From an optimization exercise on the open Yosys and OpenROAD flow, aimed at small area, a short achievable clock period and few clock cycles; shortcuts taken in it are not production practice.
Where RTL was checked, it was by simulation tests only, not by an equivalence proof against the original.
No activity file was given, so power comes from the tool's default toggle rates.

== alpha ==
Design CHIP, start of the top module:
module CHIP (
    clk, rst_n,
    mem_read_D, mem_write_D, mem_addr_D, mem_wdata_D, mem_rdata_D, mem_ready_D,
    mem_read_I, mem_write_I, mem_addr_I, mem_wdata_I, mem_rdata_I, mem_ready_I,
    DCACHE_addr, DCACHE_wdata, DCACHE_wen
);
For scale: roughly 3,400 flip-flops, ~160,000 um2 of cells after synthesis.
clock: 9.0 ns
lec_check: 0
abc_clock_period_in_ps: 4000
cap_margin: 20
core_margin: 2
core_utilization: 40
setup_slack_margin: 5.0
slew_margin: 20
run.sh (not shown) runs the stock make flow with config.mk's settings and CLKGATE_MAP_FILE= SYNTH_SCRIPT=/design/flow/synth_recipe.tcl, a recipe that flattens the netlist after the stock synthesis.
### alpha -> beta
--- a/flow/design.v
+++ b/flow/design.v
@@ -51,22 +51,23 @@
     reg  [4:0]  m_rd;
     reg         m_we, m_ld, m_st, m_fw;
     reg  [31:0] w_val;               
     reg  [4:0]  w_rd;
     reg         w_we;
     reg  [31:0] rf [1:31];
     reg  [31:1] rv;                  
     wire freeze;                     
     reg  [127:0]   ic_data  [0:IW*IS-1];
     reg  [ITW-1:0] ic_tag   [0:IW*IS-1];
     reg            ic_valid [0:IW*IS-1];
+    reg  [3:0]     ic_jr    [0:IW*IS-1];    
     reg  [IS-1:0]  ic_lru;           
     reg  [27-ISB:0] ic_seg;          
     reg  [1:0]  is_st;
     reg         i_req;
     reg  [27:0] i_addr;
     wire [27:0]    f_line = pc[29:2];
     wire [IIB-1:0] f_idx  = f_line[IIB-1:0];
     wire [ITW-1:0] f_tag  = f_line[ISB-1:IIB];
     wire           f_sh   = (f_line[27:ISB] == ic_seg);
     function [31:0] word_of;
         input [127:0] l;
@@ -233,23 +234,24 @@
             if (m_hw[mi]) m_hl = mi;
         end
     end
     wire m_hit = |m_hw;
     wire m_acc = m_ld | m_st;
     wire d_idle = (ds_st == D_IDLE);
     wire d_busy = (ds_st == D_RREQ) | (ds_st == D_RWAIT) | (ds_st == D_WB1) | (ds_st == D_WB2);
     wire d_rdy  = (ds_st == D_RWAIT) & mem_ready_D;
     wire m_rel  = m_ld & ~pl_v & ~(e_v & e_we & (e_rd == m_rd)) &
                   ~(d_v & ((d_use_rs & (d_rs == m_rd)) | (d_use_rt & (d_rt == m_rd)) | (d_we & (d_rd == m_rd))));
     wire d_go   = d_rdy & ~d_st & ~d_pl;                   
-    assign freeze = m_acc & ((m_st & d_busy) | (~m_hit & ~((m_st | m_rel) & d_idle & m_sh) & ~d_go));
+    wire d_sblk = m_st & d_busy & (~m_hit | (m_hl == d_vi));    
+    assign freeze = m_acc & (d_sblk | (~m_hit & ~((m_st | m_rel) & d_idle & m_sh) & ~d_go));
     wire m_pend = m_ld & ~m_hit & ~d_go;                         
     wire [31:0] m_ldv = d_go ? word_of(mem_rdata_D, m_wo) : m_hv;
     function [2:0] lru_touch;
         input [2:0] b;
         input [1:0] l;
         begin
             lru_touch = b;
             lru_touch[0] = ~l[1];
             if (l[1]) lru_touch[2] = ~l[0];
             else      lru_touch[1] = ~l[0];
         end
@@ -368,23 +370,30 @@
     wire [4:0]  rf_wa = w_we ? w_rd : pl_rd;
     wire [31:0] rf_wd = w_we ? w_val : pl_d;
     always @(posedge clk) begin
         if (rf_we) rf[rf_wa] <= rf_wd;
     end
     always @(posedge clk) begin
         if (!rst_n) rv <= 31'd0;
         else if (rf_we && rf_wa != 5'd0) rv[rf_wa] <= 1'b1;
     end
     wire i_redirect = ~freeze & d_red;
     wire i_dem  = ~f_hit & ~i_redirect;
-    wire i_pref = f_hit & ~n_hit & ~n_out & ~i_redirect;
+    wire [3:0] i_jrm;
+    genvar gj;
+    generate for (gj = 0; gj < 4; gj = gj + 1) begin : g_jr
+        assign i_jrm[gj] = (mem_rdata_I[32*gj+26 +: 6] == 6'd0) & (mem_rdata_I[32*gj +: 6] == 6'b001000);
+    end endgenerate
+    wire [3:0] f_jrm = f_h1 ? ic_jr[IS + f_idx] : ic_jr[f_idx];
+    wire       f_jmp = |(f_jrm & (4'b1111 << pc[1:0]));
+    wire i_pref = f_hit & ~n_hit & ~n_out & ~i_redirect & ~f_jmp;
     wire i_ivw  = (IW == 2) ? (~ic_valid[i_addr[IIB-1:0]] ? 1'b0 : ~ic_valid[IS + i_addr[IIB-1:0]] ? 1'b1 : ic_lru[i_addr[IIB-1:0]]) : 1'b0;
     always @(posedge clk) begin
         if (!rst_n) begin
             is_st <= MS_IDLE;
             i_req <= 1'b0;
             for (k = 0; k < IW*IS; k = k + 1) ic_valid[k] <= 1'b0;
             ic_lru <= {IS{1'b0}};
         end else begin
             if (IW == 2 && f_hit) ic_lru[f_idx] <= ~f_h1;
             case (is_st)
                 MS_IDLE: begin
@@ -401,46 +410,48 @@
                 default: begin
                     if (mem_ready_I) begin
                         is_st <= MS_IDLE;
                         if (i_addr[27:ISB] != ic_seg) begin
                             ic_seg <= i_addr[27:ISB];
                             for (k = 0; k < IW*IS; k = k + 1) ic_valid[k] <= 1'b0;
                         end
                         if (IW == 2) begin
                             ic_data [{i_ivw, i_addr[IIB-1:0]}] <= mem_rdata_I;
                             ic_tag  [{i_ivw, i_addr[IIB-1:0]}] <= i_addr[ISB-1:IIB];
                             ic_valid[{i_ivw, i_addr[IIB-1:0]}] <= 1'b1;
+                            ic_jr   [{i_ivw, i_addr[IIB-1:0]}] <= i_jrm;
                             ic_lru[i_addr[IIB-1:0]] <= ~i_ivw;
                         end else begin
                             ic_data [i_addr[IIB-1:0]] <= mem_rdata_I;
                             ic_tag  [i_addr[IIB-1:0]] <= i_addr[ISB-1:IIB];
                             ic_valid[i_addr[IIB-1:0]] <= 1'b1;
+                            ic_jr   [i_addr[IIB-1:0]] <= i_jrm;
                         end
                     end
                 end
             endcase
         end
     end
     always @(posedge clk) begin
         if (!rst_n) begin
             ds_st <= D_IDLE;
             dm_rd <= 1'b0;
             dm_wr <= 1'b0;
             d_fl   <= 1'b0;
             pl_v   <= 1'b0;
             pl_w   <= 1'b0;
             dc_seg <= {(28-DSB){1'b0}};
             for (k = 0; k < DL; k = k + 1) dc_valid[k] <= 1'b0;
             dc_lru <= 3'd0;
         end else begin
-            if (m_acc && m_hit && !(m_st && d_busy)) begin
+            if (m_acc && m_hit && !d_sblk) begin
                 dc_lru <= lru_touch(dc_lru, m_hl);
                 if (m_st) begin
                     dc_dirty[m_hl] <= 1'b1;
                     case (m_wo)
                         2'd0: dc_data[m_hl][31:0]   <= m_sd;
                         2'd1: dc_data[m_hl][63:32]  <= m_sd;
                         2'd2: dc_data[m_hl][95:64]  <= m_sd;
                         default: dc_data[m_hl][127:96] <= m_sd;
                     endcase
                 end
             end
Notes after the runs:
- beta reports a higher cell area after layout than alpha does.
- Final setup slack of the worst path: beta vs alpha up 0.0058 ns
- Cmp beta and alpha / overall die area / higher: beta
- Of beta and alpha, alpha shows the lower net total in the final layout, with beta above it.
- beta against alpha; count of clock-net buffers in the final layout is up slightly.
- Summary of beta over alpha: maximum vdd drop grew by 22%; utilization has increased; clock group share of total power +1.3 points; power higher; fmax did not really move.
- As of beta, combinational power had fallen by more than 10% compared to alpha.
Testbench counts of beta, summed over its fixed seeds: cycles 19,420.
No functional check of the RTL was part of alpha.

port drivers added, routing unchanged:
The results above use ideal ports. As a check the final layouts listed here were re-extracted and re-timed, cells and wires unchanged. Step 1 sets driving cells, clkbuf_16 on the clock port and buf_2 on the other inputs (assumed; they add their load-dependent delay and slew). Step 2 also shifts input and output timing later by t, the mid clock arrival at the registers, as if the neighbouring blocks saw the same clock. Three values: ideal, step 1, step 2; two values: the first two.
run	t (ns)	slack for setup (ns)	worst data-port slew with drivers (ns)	pins driven straight from the clock port
alpha	1.083	4.816 / 4.816 / 3.984	0.17	1
beta	1.091	4.822 / 4.773 / 3.808	0.18	1
After both steps setup and hold are still met in every run listed. The setup slack of beta, which loses most, moves by -0.049 ns with the drivers and by -1.014 ns with both steps.
